Background: an optimization exercise with open tools, aiming at small area, a short achievable clock period and few clock cycles per item. Do not read the settings as production practice. Only simulation tests tie the RTL to the original design; equivalence was not proved. No driver is modelled on the clock port, so clocking that relies on it looks cheaper here than on a real chip. Power and IR drop assume default switching activity.

==> flow/design.v <==
`timescale 1ns/1ps
module ma_core_ema(clk, upd, ld, in_price, out_avg);
  parameter ALPHA_SH = 4;
  localparam W = 32 + ALPHA_SH;
  input clk;
  input upd;                
  input ld;                 
  input  [31:0] in_price;
  output [31:0] out_avg;
  reg [31:0] out_avg;
  wire [W-1:0] x_ext = {{ALPHA_SH{in_price[31]}}, in_price};
  wire [W-1:0] x_shl = {in_price, {ALPHA_SH{1'b0}}};
  wire [W-1:0] a_ext = {{ALPHA_SH{out_avg[31]}}, out_avg};
  wire [W-1:0] a_shl = {out_avg, {ALPHA_SH{1'b0}}};
  wire [W-1:0] t;
  wire [W-1:0] opx = ({W{upd}} & x_ext) | ({W{ld}} & x_shl);
  generate
    if (ALPHA_SH == 1) begin : g_two
      wire [W-1:0] opa = ({W{upd}} & a_ext) | ({W{~upd & ~ld}} & a_shl);
      assign t = opx + opa;
    end else begin : g_csa
      wire [W-1:0] p = {W{~ld}} & a_shl;
      wire [W-1:0] n = {W{upd}} & ~a_ext;
      wire [W-1:0] s = opx ^ p ^ n;
      wire [W-1:0] c = (opx & p) | (opx & n) | (p & n);
      assign t = s + {c[W-2:0], upd};
    end
  endgenerate
  always @(posedge clk)
    out_avg <= t[W-1:ALPHA_SH];
endmodule
`timescale 1ns/1ps
module tick_pipeline(
  clk, rst, in_valid, in_price, out_valid, out_signal, fast_dbg, slow_dbg
);
  parameter FAST_ALPHA_SH = 1;
  parameter SLOW_ALPHA_SH = 6;
  input clk;
  input rst;
  input in_valid;
  input  [31:0] in_price;
  output        out_valid;
  output [1:0]  out_signal;
  output [31:0] fast_dbg;
  output [31:0] slow_dbg;
  reg        seeded;
  reg        tick_upd, tick_ld;
  reg [31:0] tick_x;
  wire accept = in_valid & ~rst;
  wire seen   = seeded | tick_upd | tick_ld;
  always @(posedge clk) begin
    tick_upd <= accept & seen;
    tick_ld  <= accept & ~seen;
    tick_x   <= in_price;
    seeded   <= ~rst & seen;
  end
  reg out_valid_r;
  reg [1:0] signal_r;
  wire [31:0] fast_avg, slow_avg;
  ma_core_ema #(.ALPHA_SH(FAST_ALPHA_SH)) u_fast (
    .clk(clk), .upd(tick_upd), .ld(tick_ld),
    .in_price(tick_x), .out_avg(fast_avg)
  );
  ma_core_ema #(.ALPHA_SH(SLOW_ALPHA_SH)) u_slow (
    .clk(clk), .upd(tick_upd), .ld(tick_ld),
    .in_price(tick_x), .out_avg(slow_avg)
  );
  always @(posedge clk) begin
    out_valid_r <= (tick_upd | tick_ld) & ~rst;
    if (!tick_upd)
      signal_r <= 2'b00;
    else if (fast_avg > slow_avg)
      signal_r <= 2'b01;
    else if (fast_avg < slow_avg)
      signal_r <= 2'b11;
    else
      signal_r <= 2'b00;
  end
  assign out_valid  = out_valid_r;
  assign out_signal = signal_r;
  assign fast_dbg   = fast_avg;
  assign slow_dbg   = slow_avg;
endmodule
Settings: LEC_CHECK=0, CAP_MARGIN=20, CORE_MARGIN=2, CORE_UTILIZATION=65, CTS_BUF_LIST=sky130_fd_sc_hd__clkbuf_4 sky130_fd_sc_hd__clkbuf_8, CTS_CLUSTER_SIZE=25, SETUP_SLACK_MARGIN=2.0, SLEW_MARGIN=20; clock period 5.5 ns.
standard.sh (not shown) runs the stock make flow with config.mk's settings and CLKGATE_MAP_FILE= SYNTH_SCRIPT=/design/flow/synth_recipe.tcl, a recipe that flattens the netlist after the stock synthesis.
==> flow/flow/run.sh <==
#!/bin/bash
# The standard layout (standard.sh), with small port buffers, and a post-CTS
# hook (flow/skew.tcl) that clocks the tick-mode registers from their own
# clock buffer ahead of the tree's leaves.
set -euo pipefail
bash standard.sh "BUFFER_PORTS_ARGS=-buffer_cell sky130_fd_sc_hd__buf_1" \
  "POST_CTS_TCL=$(pwd)/flow/skew.tcl" finish > flow.log 2>&1
==> flow/flow/skew.tcl <==
# Post-CTS hook: clock the registers of the tick's mode (tick_upd, tick_ld,
# seeded) from their own clock buffer on the clock port, ahead of the tree's
# leaves. Their inputs come from the ports, where slack is ample; their
# outputs feed only registers inside the design (the EMAs and out_valid),
# whose paths from them gain the time. Then repair timing again.
set block [ord::get_db_block]
set db [ord::get_db]
set master [$db findMaster sky130_fd_sc_hd__clkbuf_4]
set clknet [$block findNet clk]
if { $clknet == "NULL" } { error "skew.tcl: no clk net" }

set flops {}
foreach inst [$block getInsts] {
  set name [$inst getName]
  if { [regexp {^(tick_upd|tick_ld|seeded)\$} $name] } {
    lappend flops $inst
  }
}
puts "skew.tcl: [llength $flops] mode registers"
if { [llength $flops] == 0 } { error "skew.tcl: no mode registers found" }

# place the buffer at the registers' centroid; detailed placement legalizes it
set sx 0
set sy 0
foreach f $flops {
  set loc [$f getLocation]
  set sx [expr { $sx + [lindex $loc 0] }]
  set sy [expr { $sy + [lindex $loc 1] }]
}
set n [llength $flops]
set buf [odb::dbInst_create $block $master clkbuf_early]
$buf setLocation [expr { int($sx / $n) }] [expr { int($sy / $n) }]
$buf setPlacementStatus PLACED
set early [odb::dbNet_create $block clknet_early]
$early setSigType CLOCK
[$buf findITerm A] connect $clknet
[$buf findITerm X] connect $early
foreach f $flops {
  set it [$f findITerm CLK]
  $it disconnect
  $it connect $early
}
global_connect

detailed_placement
check_placement -verbose
estimate_parasitics -placement
report_clock_skew
repair_timing_helper
detailed_placement
check_placement -verbose
Testbench counts at the start, summed over its fixed seeds: cycles 32,016, items 32,000.
Then changed:
==> flow/flow/run.sh (replaced) <==
#!/bin/bash
set -euo pipefail
bash standard.sh "BUFFER_PORTS_ARGS=-buffer_cell sky130_fd_sc_hd__buf_2" finish > flow.log 2>&1
Settings changed: ABC_CLOCK_PERIOD_IN_PS from default to 2500, CORE_UTILIZATION 65 to 40, CTS_BUF_LIST sky130_fd_sc_hd__clkbuf_4 sky130_fd_sc_hd__clkbuf_8 to default, CTS_CLUSTER_SIZE 25 to default, SETUP_SLACK_MARGIN 2.0 to 2.5.
removed: flow/flow/skew.tcl
=>
- The changed run ran to the end with no violations
- hold slack improves by 21 ps
- design area grows by 22%
- total power grows by about 20%
Then changed:
==> flow/flow/run.sh (replaced) <==
#!/bin/bash
# The standard layout (standard.sh), with small port buffers, and a post-CTS
# hook (flow/skew.tcl) that clocks the tick-mode registers from their own
# clock buffer ahead of the tree's leaves.
set -euo pipefail
bash standard.sh "BUFFER_PORTS_ARGS=-buffer_cell sky130_fd_sc_hd__buf_1" \
  "POST_CTS_TCL=$(pwd)/flow/skew.tcl" finish > flow.log 2>&1
==> flow/flow/skew.tcl (new file) <==
# Post-CTS hook: clock the registers of the tick's mode (tick_upd, tick_ld,
# seeded) from their own clock buffer on the clock port, ahead of the tree's
# leaves. Their inputs come from the ports, where slack is ample; their
# outputs feed only registers inside the design (the EMAs and out_valid),
# whose paths from them gain the time. Then repair timing again.
set block [ord::get_db_block]
set db [ord::get_db]
set master [$db findMaster sky130_fd_sc_hd__clkbuf_16]
set clknet [$block findNet clk]
if { $clknet == "NULL" } { error "skew.tcl: no clk net" }

set flops {}
foreach inst [$block getInsts] {
  set name [$inst getName]
  if { [regexp {^(tick_upd|tick_ld|seeded)\$} $name] } {
    lappend flops $inst
  }
}
puts "skew.tcl: [llength $flops] mode registers"
if { [llength $flops] == 0 } { error "skew.tcl: no mode registers found" }

# place the buffer at the registers' centroid; detailed placement legalizes it
set sx 0
set sy 0
foreach f $flops {
  set loc [$f getLocation]
  set sx [expr { $sx + [lindex $loc 0] }]
  set sy [expr { $sy + [lindex $loc 1] }]
}
set n [llength $flops]
set buf [odb::dbInst_create $block $master clkbuf_early]
$buf setLocation [expr { int($sx / $n) }] [expr { int($sy / $n) }]
$buf setPlacementStatus PLACED
set early [odb::dbNet_create $block clknet_early]
$early setSigType CLOCK
[$buf findITerm A] connect $clknet
[$buf findITerm X] connect $early
foreach f $flops {
  set it [$f findITerm CLK]
  $it disconnect
  $it connect $early
}
global_connect

detailed_placement
check_placement -verbose
estimate_parasitics -placement
report_clock_skew
repair_timing_helper
detailed_placement
check_placement -verbose
Settings changed: ABC_CLOCK_PERIOD_IN_PS 2500 to default, CORE_UTILIZATION 40 to 65, CTS_BUF_LIST from default to sky130_fd_sc_hd__clkbuf_4 sky130_fd_sc_hd__clkbuf_8, GPL_TIMING_DRIVEN from default to 1, SETUP_SLACK_MARGIN 2.5 to 2.0.
=> Maximum frequency went up by about 1.2%; core utilization grows by 19 points; total power is lower by about 16%; clock power decreases by 22%; sequential power went down by about 3%.
Then changed:
==> flow/flow/run.sh (replaced) <==
#!/bin/bash
set -euo pipefail
bash standard.sh "BUFFER_PORTS_ARGS=-buffer_cell sky130_fd_sc_hd__buf_2" finish > flow.log 2>&1
Settings changed: ABC_CLOCK_PERIOD_IN_PS from default to 3500, CORE_UTILIZATION 65 to 40, CTS_BUF_LIST sky130_fd_sc_hd__clkbuf_4 sky130_fd_sc_hd__clkbuf_8 to default, GPL_TIMING_DRIVEN 1 to default, SETUP_SLACK_MARGIN 2.0 to 1.5.
removed: flow/flow/skew.tcl
The changed run ran to the end with no violations; final area came out higher by 2.6%; power came out higher by 3.1%; maximum frequency came out lower by 13%; area after synthesis stays the same.

Setup of v42:
// tick_pipeline: RTL as listed in full above, without the edits since
clock: 5.5 ns
lec_check: 0
cap_margin: 20
core_margin: 2
core_utilization: 65
setup_slack_margin: 2.0
slew_margin: 20
==> flow/flow/run.sh <==
#!/bin/bash
set -euo pipefail
bash standard.sh "BUFFER_PORTS_ARGS=-buffer_cell sky130_fd_sc_hd__buf_2" finish > flow.log 2>&1
v42 reached the end of the flow, and the finished layout is clean on the timing, design-rule and antenna checks.
Testbench counts of v42, summed over its fixed seeds: cycles 32,016, items 32,000.
diff inputs: v42 => v28
# v42
export LEC_CHECK = 0
export CAP_MARGIN = 20
export CORE_MARGIN = 2
export CORE_UTILIZATION = 65
export SETUP_SLACK_MARGIN = 2.0
export SLEW_MARGIN = 20
create_clock -name core_clock -period 5.5 [get_ports {clk}]
# v28
export LEC_CHECK = 0
export CAP_MARGIN = 20
export CORE_MARGIN = 2
export CORE_UTILIZATION = 40
export SETUP_SLACK_MARGIN = 1.5
export SLEW_MARGIN = 20
create_clock -name core_clock -period 5.5 [get_ports {clk}]
==> flow/flow/run.sh <==
#!/bin/bash
# The standard layout (standard.sh), with extra ORFS make variables, one per
# line, from flow/extra.txt: the port buffer cell, adder mapping and the like.
set -euo pipefail
args=()
if [[ -f flow/extra.txt ]]; then
  while IFS= read -r line; do
    [[ -n "$line" && "$line" != \#* ]] && args+=("$line")
  done < flow/extra.txt
fi
bash standard.sh "${args[@]}" finish > flow.log 2>&1
==> flow/flow/extra.txt (new file) <==
BUFFER_PORTS_ARGS=-buffer_cell sky130_fd_sc_hd__buf_2
ABC_AREA=1
[summary]
On number of clock buffers in the layout, the lower figure sits with v28, not v42. Note that the multi-input gate count recorded for v42 amounts to 0.70 times the value seen in v28. Summary — wire length reported by the detailed router, v28 relative to v42: higher, by 42%. Compared with v42, v28 shows a height of the die that is 39% higher. Delta(depth of the most critical reg-to-reg path, v28 - v42) < 0. Global-route met1 utilization, v42 and v28: larger value in v42. v28 has power above what v42 had. Going from v42 to v28, total routing usage reported by global routing shrinks by 8.1 points. Comparing peak clock frequency supported by timing for v42 and v28, the smaller number came from v28. Clock skew of v42 is on par with v28. Of v42 and v28, the higher clock network contribution to total cell area belongs to v42.
#### Input delta (v54 over v28)
==> flow/flow/extra.txt <==
BUFFER_PORTS_ARGS=-buffer_cell sky130_fd_sc_hd__buf_2
ADDER_MAP_FILE=
--- outcome ---
Looking only at final-layout clock-cell area share, and setting everything else aside, the higher value of v54 and v28 goes to v28. [diff] area of the mapped netlist, v54 relative to v28: regression. Combined global-route utilization of all metal layers on v54 is up relative to v28.
The inputs of v32 differ from those of v54 as listed below.
# v54
export LEC_CHECK = 0
export CAP_MARGIN = 20
export CORE_MARGIN = 2
export CORE_UTILIZATION = 40
export SETUP_SLACK_MARGIN = 1.5
export SLEW_MARGIN = 20
create_clock -name core_clock -period 5.5 [get_ports {clk}]
# v32
export LEC_CHECK = 0
export CAP_MARGIN = 20
export CORE_MARGIN = 2
export CORE_UTILIZATION = 40
export SETUP_SLACK_MARGIN = 2.0
export SLEW_MARGIN = 20
create_clock -name core_clock -period 5.5 [get_ports {clk}]
==> flow/flow/run.sh <==
#!/bin/bash
set -euo pipefail
bash standard.sh "BUFFER_PORTS_ARGS=-buffer_cell sky130_fd_sc_hd__buf_2" finish > flow.log 2>&1
removed: flow/flow/extra.txt
Notes after the runs:
Critical path depth (v32 over v54): increase, 3
Between v54 and v32, the flow reports placed cell count decreasing by more than a quarter.
met1 as the layer carrying the most global-route usage was reported by v54, and met2 by v32.
Vertical extent of the die went down by more than 10% going from v54 to v32.
Re cell count: v32 is 722 down on v54.
Core footprint sits lower in v32 than in v54.
Re fraction of layout cells with a size suffix above 1: v54 was lower than v32.
diff inputs: v32 => v41
# v32
export LEC_CHECK = 0
export CAP_MARGIN = 20
export CORE_MARGIN = 2
export CORE_UTILIZATION = 40
export SETUP_SLACK_MARGIN = 2.0
export SLEW_MARGIN = 20
create_clock -name core_clock -period 5.5 [get_ports {clk}]
# v41
export LEC_CHECK = 0
export CAP_MARGIN = 20
export CORE_MARGIN = 2
export CORE_UTILIZATION = 65
export CTS_BUF_LIST = sky130_fd_sc_hd__clkbuf_4 sky130_fd_sc_hd__clkbuf_8
export GPL_TIMING_DRIVEN = 1
export SETUP_SLACK_MARGIN = 2.3
export SLEW_MARGIN = 20
create_clock -name core_clock -period 5.5 [get_ports {clk}]
==> flow/flow/run.sh <==
#!/bin/bash
# The standard layout (standard.sh), with small port buffers, and a post-CTS
# hook (flow/skew.tcl) that clocks the tick-mode registers from their own
# clock buffer ahead of the tree's leaves.
set -euo pipefail
bash standard.sh "BUFFER_PORTS_ARGS=-buffer_cell sky130_fd_sc_hd__buf_1" \
  "POST_CTS_TCL=$(pwd)/flow/skew.tcl" finish > flow.log 2>&1
==> flow/flow/skew.tcl (new file) <==
# Post-CTS hook: clock the registers of the tick's mode (tick_upd, tick_ld,
# seeded) from their own clock buffer on the clock port, ahead of the tree's
# leaves. Their inputs come from the ports, where slack is ample; their
# outputs feed only registers inside the design (the EMAs and out_valid),
# whose paths from them gain the time. Then repair timing again.
set block [ord::get_db_block]
set db [ord::get_db]
set master [$db findMaster sky130_fd_sc_hd__clkbuf_16]
set clknet [$block findNet clk]
if { $clknet == "NULL" } { error "skew.tcl: no clk net" }

set flops {}
foreach inst [$block getInsts] {
  set name [$inst getName]
  if { [regexp {^(tick_upd|tick_ld|seeded)\$} $name] } {
    lappend flops $inst
  }
}
puts "skew.tcl: [llength $flops] mode registers"
if { [llength $flops] == 0 } { error "skew.tcl: no mode registers found" }

# place the buffer at the registers' centroid; detailed placement legalizes it
set sx 0
set sy 0
foreach f $flops {
  set loc [$f getLocation]
  set sx [expr { $sx + [lindex $loc 0] }]
  set sy [expr { $sy + [lindex $loc 1] }]
}
set n [llength $flops]
set buf [odb::dbInst_create $block $master clkbuf_early]
$buf setLocation [expr { int($sx / $n) }] [expr { int($sy / $n) }]
$buf setPlacementStatus PLACED
set early [odb::dbNet_create $block clknet_early]
$early setSigType CLOCK
[$buf findITerm A] connect $clknet
[$buf findITerm X] connect $early
foreach f $flops {
  set it [$f findITerm CLK]
  $it disconnect
  $it connect $early
}
global_connect

detailed_placement
check_placement -verbose
estimate_parasitics -placement
report_clock_skew
repair_timing_helper
detailed_placement
check_placement -verbose
Findings:
No run among v41 and v32 stopped early or left any final violation; all are clean. Against v32 as the reference, v41 delivers a lower fraction of the cycle the final worst path needs. [compare] base=v32 new=v41: sequential share of layout area picked up an extra 0.16 points, total chip power lost about 1.2%.
Relative to v41, the following input files were edited for v5:
# v41
export LEC_CHECK = 0
export CAP_MARGIN = 20
export CORE_MARGIN = 2
export CORE_UTILIZATION = 65
export CTS_BUF_LIST = sky130_fd_sc_hd__clkbuf_4 sky130_fd_sc_hd__clkbuf_8
export GPL_TIMING_DRIVEN = 1
export SETUP_SLACK_MARGIN = 2.3
export SLEW_MARGIN = 20
create_clock -name core_clock -period 5.5 [get_ports {clk}]
# v5
export LEC_CHECK = 0
export CAP_MARGIN = 20
export CORE_MARGIN = 2
export CORE_UTILIZATION = 65
export PLACE_DENSITY = 0.8
export SETUP_SLACK_MARGIN = 2.0
export SLEW_MARGIN = 20
create_clock -name core_clock -period 5.5 [get_ports {clk}]
==> flow/flow/run.sh <==
#!/bin/bash
set -euo pipefail
bash standard.sh "BUFFER_PORTS_ARGS=-buffer_cell sky130_fd_sc_hd__buf_2" finish > flow.log 2>&1
removed: flow/flow/skew.tcl
[summary]
Result: PASS for each of v41 and v5. In v5 relative to v41, final area had gone up slightly. Per the comparison of v5 with v41, clock group share of total power up 2.6 points, worst hold slack +0.025 ns, combinational share of power has decreased, number of routed nets with antenna violations held, setup slack went down. Between v41 and v5, the minimum clock period is higher for v5. [v5] total number of vias rose about 0.7% relative to v41. When v5 is set beside v41, its register share of total power turns out to be 0.7 points smaller. Higher global-route usage among v41 and v5: v41. Higher cell count was reported by v5, not v41.

[static timing again, ports no longer ideal]
Ports are ideal in the flow. The routed layouts listed here were re-timed in OpenROAD. Step 1 assumes that a clkbuf_16 drives the clock port and a buf_2 every other input. Step 2 also shifts input and output timing later by t, the mid clock arrival at the registers, as if the neighbouring blocks saw the same clock. Slacks: no drivers / after step 1 / after step 2; pairs: no drivers / after step 1.
| run | t (ns) | slack for setup (ns) | worst data-port slew with drivers (ns) |
|---|---|---|---|
| the first run of note 1 | 0.296 | 2.180 / 2.180 / 2.180 | 0.08 |
| the second run of note 1 | 0.407 | 2.200 / 2.200 / 2.200 | 0.03 |
| the third run of note 1 | 0.295 | 2.238 / 2.238 / 2.238 | 0.08 |
| the fourth run of note 1 | 0.396 | 1.770 / 1.770 / 1.770 | 0.04 |
| v42 | 0.401 | 2.087 / 2.087 / 2.087 | 0.07 |
| v28 | 0.423 | 2.045 / 2.045 / 2.045 | 0.04 |
| v54 | 0.422 | 1.567 / 1.567 / 1.567 | 0.04 |
| v32 | 0.404 | 2.052 / 2.052 / 2.052 | 0.05 |
| v41 | 0.299 | 2.398 / 2.398 / 2.398 | 0.04 |
| v5 | 0.395 | 2.124 / 2.124 / 2.124 | 0.03 |
After both steps every run listed still meets setup and hold.
